This is an optimization exercise on Yosys and OpenROAD, whose aim is small area, a short achievable clock period and few clock cycles, not a production implementation.
The RTL was checked by simulation tests, not by an equivalence proof against the original design.

// RSA
module RSA ( key_in, mod_in, data_in, data_out, key_ready, mod_ready, data_ready, resetn, CLK, finish, key_end, mod_end, data_out_ready,state );
For scale: roughly 31000 cells after synthesis, roughly 6900 flip-flops, ~140 I/O pins, roughly 400000 um2 of cells after synthesis.
export LEC_CHECK = 0
export CAP_MARGIN = 40
export CORE_MARGIN = 2
export CORE_UTILIZATION = 65
export CTS_CLUSTER_DIAMETER = 100
export CTS_CLUSTER_SIZE = 20
export SLEW_MARGIN = 40
export SYNTH_HIERARCHICAL = 1
export SYNTH_MEMORY_MAX_BITS = 8192
create_clock -name core_clock -period 14.0 [get_ports {CLK}]
standard.sh (not shown) runs the stock make flow with config.mk's settings and CLKGATE_MAP_FILE= SYNTH_SCRIPT=/design/flow/synth_recipe.tcl, a recipe that flattens the netlist after the stock synthesis.
==> flow/flow/run.sh <==
#!/bin/bash
# Layout flow: the standard ORFS flow (standard.sh), run with a setup
# repair margin aimed well below the 14 ns clock, so that repair_timing
# keeps sizing and buffering the critical paths after the 14 ns
# constraint is met, with cell resizing not limited to cells of the same
# footprint, and with more antenna repair iterations after detailed
# routing.  The constraints, the synthesis and every step are the
# standard ones.
set -euo pipefail
bash standard.sh SETUP_SLACK_MARGIN=9.3 TNS_END_PERCENT=100 MATCH_CELL_FOOTPRINT=0 \
  MAX_REPAIR_ANTENNAS_ITER_DRT=12 MAX_REPAIR_ANTENNAS_ITER_GRT=8 finish > standard_flow.log 2>&1
Testbench counts at the start, summed over its fixed seeds: cycles 1,683,949.
Rerun with:
--- a/flow/design.v
+++ b/flow/design.v
@@ -115,15 +115,14 @@
    reg [31:0]   ew;          
    reg          ewv;         
    reg [5:0]    ewl;         
    reg [1023:0] N;           
    reg [1023:0] X;           
    reg          xsign;       
    wire [1024:0] A;          
-   wire [1023:0] nA;         
    reg          a_sign;      
    wire [1026:0] nS, nC;     
    reg [3:0]    Np;          
    reg [4:0]    topw_idx;    
    reg [4:0]    topw_msb;    
    reg          mexam;
    reg [4:0]    mexam_idx;
@@ -300,15 +299,15 @@
    endgenerate
    assign nrc[0] = 1'b1;
    assign cbound[0] = ~nC[9];
    wire [15:0] zsv;
    wire c_zero = &zsv;
    reg  res_first;      
    wire nx = eg[I_NEXT] | (eg[I_RES] & c_zero & ~res_first);
-   wire [1087:0] nAext = {{63{~A[1024]}}, nA};
+   wire [1087:0] Aext = {{63{A[1024]}}, A};
    wire [8:0] di_p2 = di + 9'd2;
    genvar gi;
    wire [4:0] bs_n = (eg[I_PRE2] | eg[I_RUN]) ? di_p2[8:4] : 5'd0;
    wire [63:0] bsv0, bsv1, bsv2, bsv3, bsv4;
    generate
       for (gi = 0; gi < 4; gi = gi + 1) begin : g_bs
          rsa_rep #(5) BS (CLK, bs_n, bsq[5*gi +: 5]);
@@ -319,17 +318,17 @@
          assign bsv4[16*gi +: 16] = {16{bsq[5*gi+4]}};
       end
    endgenerate
    wire [64*32-1:0] bl0;
    generate
       for (gi = 0; gi < 32; gi = gi + 1) begin : g_bl
          if (gi < 17) begin : g_l
-            assign bl0[64*gi +: 64] = nAext[64*gi +: 64];
+            assign bl0[64*gi +: 64] = Aext[64*gi +: 64];
          end else begin : g_z
-            assign bl0[64*gi +: 64] = {64{1'b1}};
+            assign bl0[64*gi +: 64] = 64'd0;
          end
       end
    endgenerate
    wire [64*16-1:0] bl1;
    wire [64*8-1:0]  bl2;
    wire [64*4-1:0]  bl3;
    wire [64*2-1:0]  bl4;
@@ -632,30 +631,30 @@
         xsign <= A[1024];
       if (eg[I_RES])
         a_sign <= ~nrsum[1024];
       else if (eg[I_INIT])
         a_sign <= 1'b0;
       else if (eg[I_WS] && wcnt == 5'd31)
         a_sign <= wsgn;
-      blk   <= ~bl5;
+      blk   <= bl5;
       a_pre <= dig_f;
       a_top <= a_pre[3];
       pl_pre <= lowcols(spf, A[3:0]);
       elo   <= elo_nx;
       t_oh  <= t_oh_nx;
       cin   <= eg[I_RUN] ? (c4 + {2'b0, a47}) : 7'd0;
       a47   <= midcols(sp0, A[7:0]);
       pa    <= {1'b0, lowcols(spf, A[3:0])} + {2'b0, midcols(sp0, A[7:0])};
    end
    wire dout_rot_n = (st == ENCRYPT && eg[I_DONE]) ||
                      (st == DATA_OUT && cnt != 5'd30 && cnt != 5'd31);
    wire c_res_n = eg_n[I_RES];
    wire c_rp_n  = eg_n[I_RES] | eg_n[I_PRE2];
    wire c_wop_n = resetn & (eg_n[I_INIT] | eg_n[I_WS] | dout_rot_n);
-   wire [1023:0] nA_sh = {~topword, nA[1023:32]};
+   wire [1023:0] A_sh = {topword, A[1023:32]};
    assign A[1024] = a_sign;
    genvar gs;
    generate
       for (gs = 0; gs < 16; gs = gs + 1) begin : g_sl
          localparam integer LO  = 64 * gs;
          localparam integer HA  = (gs == 15) ? 1023 : 64 * gs + 63;    
          localparam integer HS  = (gs == 15) ? 1026 : 64 * gs + 63;    
@@ -666,17 +665,17 @@
          wire [5:0] qs;
          rsa_rep #(6) QSR (CLK, qs_nx, qs);
          reg [HA-LO:0] a_q;
          reg [HS-LO:0] ns_q, nc_q;
          reg zs_q;
          always @(posedge CLK) begin
             if (c_res)
-              a_q <= nrsum[HA:LO];
+              a_q <= ~nrsum[HA:LO];
             else if (c_wop)
-              a_q <= nA_sh[HA:LO];
+              a_q <= A_sh[HA:LO];
             if (c_res) begin
                ns_q <= nrsum[HS:LO];
                nc_q <= nC_res[HS:LO];
             end
             else if (c_rp) begin
                ns_q <= {(HS-LO+1){1'b1}};
                nc_q <= {(HS-LO+1){1'b1}};
@@ -684,16 +683,15 @@
             else begin
                ns_q <= nS_mm[HS:LO];
                nc_q <= nC_mm[HS:LO];
             end
             zs_q <= &nC_res[HS:LO];
          end
          assign zsv[gs] = zs_q;
-         assign nA[HA:LO] = a_q;
-         assign A[HA:LO]  = ~a_q;
+         assign A[HA:LO]  = a_q;
          assign nS[HS:LO] = ns_q;
          assign nC[HS:LO] = nc_q;
          assign one0_v[HW:LO] = {(HW-LO+1){as[1]}};
          assign two0_v[HW:LO] = {(HW-LO+1){as[0]}};
          assign neg0_v[HW:LO] = {(HW-LO+1){as[2]}};
          assign one1_v[HW:LO] = {(HW-LO+1){as[4]}};
          assign two1_v[HW:LO] = {(HW-LO+1){as[3]}};
Result: Die area rose slightly; clock skew rose by 0.022 ns; setup slack gains 0.021 ns; global-route usage rose by 0.43 points; hold slack loses 0.024 ns; non-clock buffer count is unchanged; sequential share of layout area fell by 0.35 points; cell area rose slightly; critical path depth fell by 9.
Testbench counts after the change, summed over its fixed seeds: cycles 1,683,949.

========
PW:
RSA, a different RTL version from the one above (not shown whole).
Size: ~6600 flip-flops, roughly 140 I/O pins, roughly 0.40 mm^2 of cells after synthesis.
Design RSA, start of the top module:
module RSA ( key_in, mod_in, data_in, data_out, key_ready, mod_ready, data_ready, resetn, CLK, finish, key_end, mod_end, data_out_ready,state );
   input           CLK, resetn;
   input [31:0]    key_in, mod_in, data_in;
   input           key_ready, mod_ready, data_ready;
   output          finish;
   output [31:0]   data_out;
   output          key_end, mod_end, data_out_ready;
   output [2:0]    state;
   localparam [2:0] INIT     = 3'h1;
   localparam [2:0] IDLE     = 3'h2;
   localparam [2:0] KEY_GET  = 3'h3;
   localparam [2:0] MOD_GET  = 3'h4;
   localparam [2:0] DATA_GET = 3'h5;
   localparam [2:0] DATA_OUT = 3'h6;
   localparam [2:0] ENCRYPT  = 3'h7;
   localparam integer I_IDLE = 0;
   localparam integer I_INIT = 1;      
   localparam integer I_WS   = 2;      
   localparam integer I_PRE2 = 4;      
   localparam integer I_RUN  = 5;      
   localparam integer I_RES  = 6;      
   localparam integer I_NEXT = 7;      
   localparam integer I_DONE = 8;
   localparam [8:0] EG_IDLE = 9'b000000001;
   localparam [8:0] EG_INIT = 9'b000000010;
   localparam [8:0] EG_WS   = 9'b000000100;
   localparam [8:0] EG_PRE2 = 9'b000010000;
   localparam [8:0] EG_RUN  = 9'b000100000;
  ...
clock: 14.0 ns
lec_check: 0
cap_margin: 40
core_margin: 2
core_utilization: 55
slew_margin: 40
synth_hierarchical: 1
synth_memory_max_bits: 8192
==> flow/flow/run.sh <==
#!/bin/bash
# Layout flow: the standard ORFS flow (standard.sh), run with a setup
# repair margin aimed well below the 14 ns clock, so that repair_timing
# keeps sizing and buffering the critical paths after the 14 ns
# constraint is met, and with cell resizing not limited to cells of the
# same footprint.  The constraints, the synthesis and every step are the
# standard ones.
set -euo pipefail
bash standard.sh SETUP_SLACK_MARGIN=9.3 TNS_END_PERCENT=100 MATCH_CELL_FOOTPRINT=0 finish > standard_flow.log 2>&1
Every stage of PW finished as expected; the final checks, on the other hand, flagged antenna violations, which means the layout fails.
Testbench counts of PW, summed over its fixed seeds: cycles 1,683,949.
[inputs] AL vs PW
--- a/flow/design.v
+++ b/flow/design.v
@@ -257,20 +257,19 @@
             assign nC_res[gp] = nrc[gp];
             assign cbound[gp/8] = ~nC[gp];
          end else begin : g_cz
             assign nC_res[gp] = 1'b1;
          end
       end
    endgenerate
    assign nrc[0] = 1'b1;
    assign cbound[0] = ~nC[9];
-   wire [7:0] zsv;
-   wire c_zero = &zsv;
+   wire c_zero = ~|cbound;
    reg  res_first;      
    wire nx = eg[I_NEXT] | (eg[I_RES] & c_zero & ~res_first);
    wire [1087:0] Aext = {{63{A[1024]}}, A};
    wire [8:0] di_p2 = di + 9'd2;
    wire [4:0] bsel = bs;
    wire [64*32-1:0] bl0;
    genvar gi;
    generate
       for (gi = 0; gi < 32; gi = gi + 1) begin : g_bl
@@ -615,39 +614,36 @@
          localparam integer LO  = 128 * gs;
          localparam integer HA  = (gs == 7) ? 1023 : 128 * gs + 127;    
          localparam integer HS  = (gs == 7) ? 1026 : 128 * gs + 127;    
          localparam integer HW  = (gs == 7) ? W - 1 : 128 * gs + 127;   
          wire c_res, c_rp, c_wop;
          wire [5:0] as;
          rsa_rep #(9) CTL (CLK, {c_res_n, c_rp_n, c_wop_n, sp0}, {c_res, c_rp, c_wop, as});
          reg [HA-LO:0] a_q;
          reg [HS-LO:0] ns_q, nc_q;
-         reg zs_q;
          always @(posedge CLK) begin
             if (c_res)
               a_q <= ~nrsum[HA:LO];
             else if (c_wop)
               a_q <= A_sh[HA:LO];
             if (c_res) begin
                ns_q <= nrsum[HS:LO];
                nc_q <= nC_res[HS:LO];
             end
             else if (c_rp) begin
                ns_q <= {(HS-LO+1){1'b1}};
                nc_q <= {(HS-LO+1){1'b1}};
             end
             else begin
                ns_q <= nS_mm[HS:LO];
                nc_q <= nC_mm[HS:LO];
             end
-            zs_q <= &nC_res[HS:LO];
          end
-         assign zsv[gs] = zs_q;
          assign A[HA:LO]  = a_q;
          assign nS[HS:LO] = ns_q;
          assign nC[HS:LO] = nc_q;
          assign one0_v[HW:LO] = {(HW-LO+1){as[1]}};
          assign two0_v[HW:LO] = {(HW-LO+1){as[0]}};
          assign neg0_v[HW:LO] = {(HW-LO+1){as[2]}};
          assign one1_v[HW:LO] = {(HW-LO+1){as[4]}};
          assign two1_v[HW:LO] = {(HW-LO+1){as[3]}};
          assign neg1_v[HW:LO] = {(HW-LO+1){as[5]}};
==> comparison <==
AL finished all stages; the layout is clean.
First-pass GRT wire length is higher on AL
The sequential cell count on AL is in line with that on PW.
Compared PW against AL; number of standard cells after synthesis within noise.
Relative to PW, the post-placement setup slack of AL is higher by 0.57 ns.
| total die area | PW vs AL | ≈ equal |
Setup slack was lower in the run labelled PW.
PW → AL: via count grew by 0.60%; multi-input combinational cell count neither gained nor lost much.
Testbench counts of AL, summed over its fixed seeds: cycles 1,683,949.

========
fjord:
Another version of the RTL of RSA (not shown whole).
Size in the first run: about 31000 cells after synthesis, ~6900 flip-flops, about 140 I/O pins, roughly 400000 µm² of cells after synthesis.
export LEC_CHECK = 0
export CAP_MARGIN = 40
export CORE_MARGIN = 2
export CORE_UTILIZATION = 65
export CTS_CLUSTER_DIAMETER = 100
export CTS_CLUSTER_SIZE = 20
export SLEW_MARGIN = 40
export SYNTH_HIERARCHICAL = 1
export SYNTH_MEMORY_MAX_BITS = 8192
create_clock -name core_clock -period 14.0 [get_ports {CLK}]
==> flow/flow/run.sh <==
#!/bin/bash
# Layout flow: the standard ORFS flow (standard.sh), run with a setup
# repair margin aimed well below the 14 ns clock, so that repair_timing
# keeps sizing and buffering the critical paths after the 14 ns
# constraint is met, with cell resizing not limited to cells of the same
# footprint, and with more antenna repair iterations after detailed
# routing.  The constraints, the synthesis and every step are the
# standard ones.
set -euo pipefail
bash standard.sh SETUP_SLACK_MARGIN=9.3 TNS_END_PERCENT=100 MATCH_CELL_FOOTPRINT=0 \
  MAX_REPAIR_ANTENNAS_ITER_DRT=12 MAX_REPAIR_ANTENNAS_ITER_GRT=8 finish > standard_flow.log 2>&1
Having completed the whole flow, fjord delivered a layout that passed the timing, DRC and antenna checks.
Testbench counts of fjord, summed over its fixed seeds: cycles 1,683,949.
Modified inputs, garnet compared to fjord
-- flow/design.v --
<<< fjord, line 137
   reg [8:0]    di;          
   reg [63:0]   blk;         
   reg [4:0]    bs;          
   reg          xstream;     
   reg [3:0]    a_pre;       
>>> garnet, line 137
   reg [8:0]    di;          
   reg [63:0]   blk;         
   wire [19:0]  bsq;         
   reg          xstream;     
   reg [3:0]    a_pre;       
<<< fjord, line 293
   assign nrc[0] = 1'b1;
   assign cbound[0] = ~nC[9];
   wire [7:0] zsv;
   wire c_zero = &zsv;
   reg  res_first;      
>>> garnet, line 293
   assign nrc[0] = 1'b1;
   assign cbound[0] = ~nC[9];
   wire [15:0] zsv;
   wire c_zero = &zsv;
   reg  res_first;      
<<< fjord, line 299
   wire [1087:0] Aext = {{63{A[1024]}}, A};
   wire [8:0] di_p2 = di + 9'd2;
   wire [4:0] bsel = bs;
   wire [64*32-1:0] bl0;
   genvar gi;
   generate
      for (gi = 0; gi < 32; gi = gi + 1) begin : g_bl
>>> garnet, line 299
   wire [1087:0] Aext = {{63{A[1024]}}, A};
   wire [8:0] di_p2 = di + 9'd2;
   genvar gi;
   wire [4:0] bs_n = (eg[I_PRE2] | eg[I_RUN]) ? di_p2[8:4] : 5'd0;
   wire [63:0] bsv0, bsv1, bsv2, bsv3, bsv4;
   generate
      for (gi = 0; gi < 4; gi = gi + 1) begin : g_bs
         rsa_rep #(5) BS (CLK, bs_n, bsq[5*gi +: 5]);
         assign bsv0[16*gi +: 16] = {16{bsq[5*gi]}};
         assign bsv1[16*gi +: 16] = {16{bsq[5*gi+1]}};
         assign bsv2[16*gi +: 16] = {16{bsq[5*gi+2]}};
         assign bsv3[16*gi +: 16] = {16{bsq[5*gi+3]}};
         assign bsv4[16*gi +: 16] = {16{bsq[5*gi+4]}};
      end
   endgenerate
   wire [64*32-1:0] bl0;
   generate
      for (gi = 0; gi < 32; gi = gi + 1) begin : g_bl
<<< fjord, line 318
   generate
      for (gi = 0; gi < 16; gi = gi + 1) begin : g_b1
         assign bl1[64*gi +: 64] = bsel[0] ? bl0[64*(2*gi+1) +: 64] : bl0[64*(2*gi) +: 64];
      end
      for (gi = 0; gi < 8; gi = gi + 1) begin : g_b2
         assign bl2[64*gi +: 64] = bsel[1] ? bl1[64*(2*gi+1) +: 64] : bl1[64*(2*gi) +: 64];
      end
      for (gi = 0; gi < 4; gi = gi + 1) begin : g_b3
         assign bl3[64*gi +: 64] = bsel[2] ? bl2[64*(2*gi+1) +: 64] : bl2[64*(2*gi) +: 64];
      end
      for (gi = 0; gi < 2; gi = gi + 1) begin : g_b4
         assign bl4[64*gi +: 64] = bsel[3] ? bl3[64*(2*gi+1) +: 64] : bl3[64*(2*gi) +: 64];
      end
   endgenerate
   assign bl5 = bsel[4] ? bl4[127:64] : bl4[63:0];
   wire [4*8-1:0] dg1;
   wire [4*4-1:0] dg2;
>>> garnet, line 329
   generate
      for (gi = 0; gi < 16; gi = gi + 1) begin : g_b1
         assign bl1[64*gi +: 64] = (bsv0 & bl0[64*(2*gi+1) +: 64]) | (~bsv0 & bl0[64*(2*gi) +: 64]);
      end
      for (gi = 0; gi < 8; gi = gi + 1) begin : g_b2
         assign bl2[64*gi +: 64] = (bsv1 & bl1[64*(2*gi+1) +: 64]) | (~bsv1 & bl1[64*(2*gi) +: 64]);
      end
      for (gi = 0; gi < 4; gi = gi + 1) begin : g_b3
         assign bl3[64*gi +: 64] = (bsv2 & bl2[64*(2*gi+1) +: 64]) | (~bsv2 & bl2[64*(2*gi) +: 64]);
      end
      for (gi = 0; gi < 2; gi = gi + 1) begin : g_b4
         assign bl4[64*gi +: 64] = (bsv3 & bl3[64*(2*gi+1) +: 64]) | (~bsv3 & bl3[64*(2*gi) +: 64]);
      end
   endgenerate
   assign bl5 = (bsv4 & bl4[127:64]) | (~bsv4 & bl4[63:0]);
   wire [4*8-1:0] dg1;
   wire [4*4-1:0] dg2;
<<< fjord, line 619
        a_sign <= wsgn;
      blk   <= bl5;
      bs    <= fetch ? di_p2[8:4] : 5'd0;
      a_pre <= dig_f;
      a_top <= a_pre[3];
>>> garnet, line 630
        a_sign <= wsgn;
      blk   <= bl5;
      a_pre <= dig_f;
      a_top <= a_pre[3];
<<< fjord, line 638
   genvar gs;
   generate
      for (gs = 0; gs < 8; gs = gs + 1) begin : g_sl
         localparam integer LO  = 128 * gs;
         localparam integer HA  = (gs == 7) ? 1023 : 128 * gs + 127;    
         localparam integer HS  = (gs == 7) ? 1026 : 128 * gs + 127;    
         localparam integer HW  = (gs == 7) ? W - 1 : 128 * gs + 127;   
         wire c_res, c_rp, c_wop;
         wire [5:0] as;
>>> garnet, line 648
   genvar gs;
   generate
      for (gs = 0; gs < 16; gs = gs + 1) begin : g_sl
         localparam integer LO  = 64 * gs;
         localparam integer HA  = (gs == 15) ? 1023 : 64 * gs + 63;    
         localparam integer HS  = (gs == 15) ? 1026 : 64 * gs + 63;    
         localparam integer HW  = (gs == 15) ? W - 1 : 64 * gs + 63;   
         wire c_res, c_rp, c_wop;
         wire [5:0] as;
## What came out
garnet finished all stages; the layout is clean.
fjord ran to completion and came out clean on the timing, DRC and antenna checks.
For garnet, the standard cell with the maximum stage delay on the critical path was edfxtp_1, unlike fjord, where it was mux4_2.
[compare] base=fjord new=garnet: average wire per cell in the routed design now smaller; number of placement rows increased by 3 relative to the old numbers; total clock sinks shows an increase of 223.
Changes observed in garnet relative to fjord: placeable core region saw an increase, post-place setup slack saw an increase.
Testbench counts of garnet, summed over its fixed seeds: cycles 1,683,949.

-- what the ideal ports hide --
In the flow no input, the clock included, has a driving cell. The finished layouts below were timed again as built, in two steps. Step 1 sets driving cells, clkbuf_16 on the clock port and buf_2 on the other inputs (assumed; they add their load-dependent delay and slew). Step 2 moves the port delays by t, midway between the first and last clock arrival at a register: inputs arrive t later, outputs are due t later. That takes back most of the time a late clock gives input paths. Three values: ideal, step 1, step 2; two values: the first two.
| run | t, ns | slack for setup (ns) | latest minus earliest clock arrival (ns) | worst register clock-pin slew, ns | pins driven straight from the clock port |
|---|---|---|---|---|---|
| the first run of note 1 | 1.214 | 9.296 / 9.281 / 8.541 | 0.137 / 0.137 | 0.10 / 0.10 | 1 |
| the second run of note 1 | 1.232 | 9.317 / 9.317 / 8.532 | 0.156 / 0.157 | 0.11 / 0.11 | 1 |
| PW | 1.321 | 8.962 / 8.962 / 8.756 | 0.089 / 0.089 | 0.08 / 0.08 | 1 |
| AL | 1.312 | 9.133 / 9.133 / 8.115 | 0.129 / 0.129 | 0.07 / 0.07 | 1 |
| fjord | 1.256 | 9.161 / 9.144 / 8.315 | 0.137 / 0.137 | 0.11 / 0.11 | 1 |
| garnet | 1.244 | 9.241 / 9.093 / 8.378 | 0.145 / 0.145 | 0.11 / 0.11 | 1 |
The setup slack of AL, which loses most, moves by 0.000 ns with the drivers and by -1.018 ns with both steps.
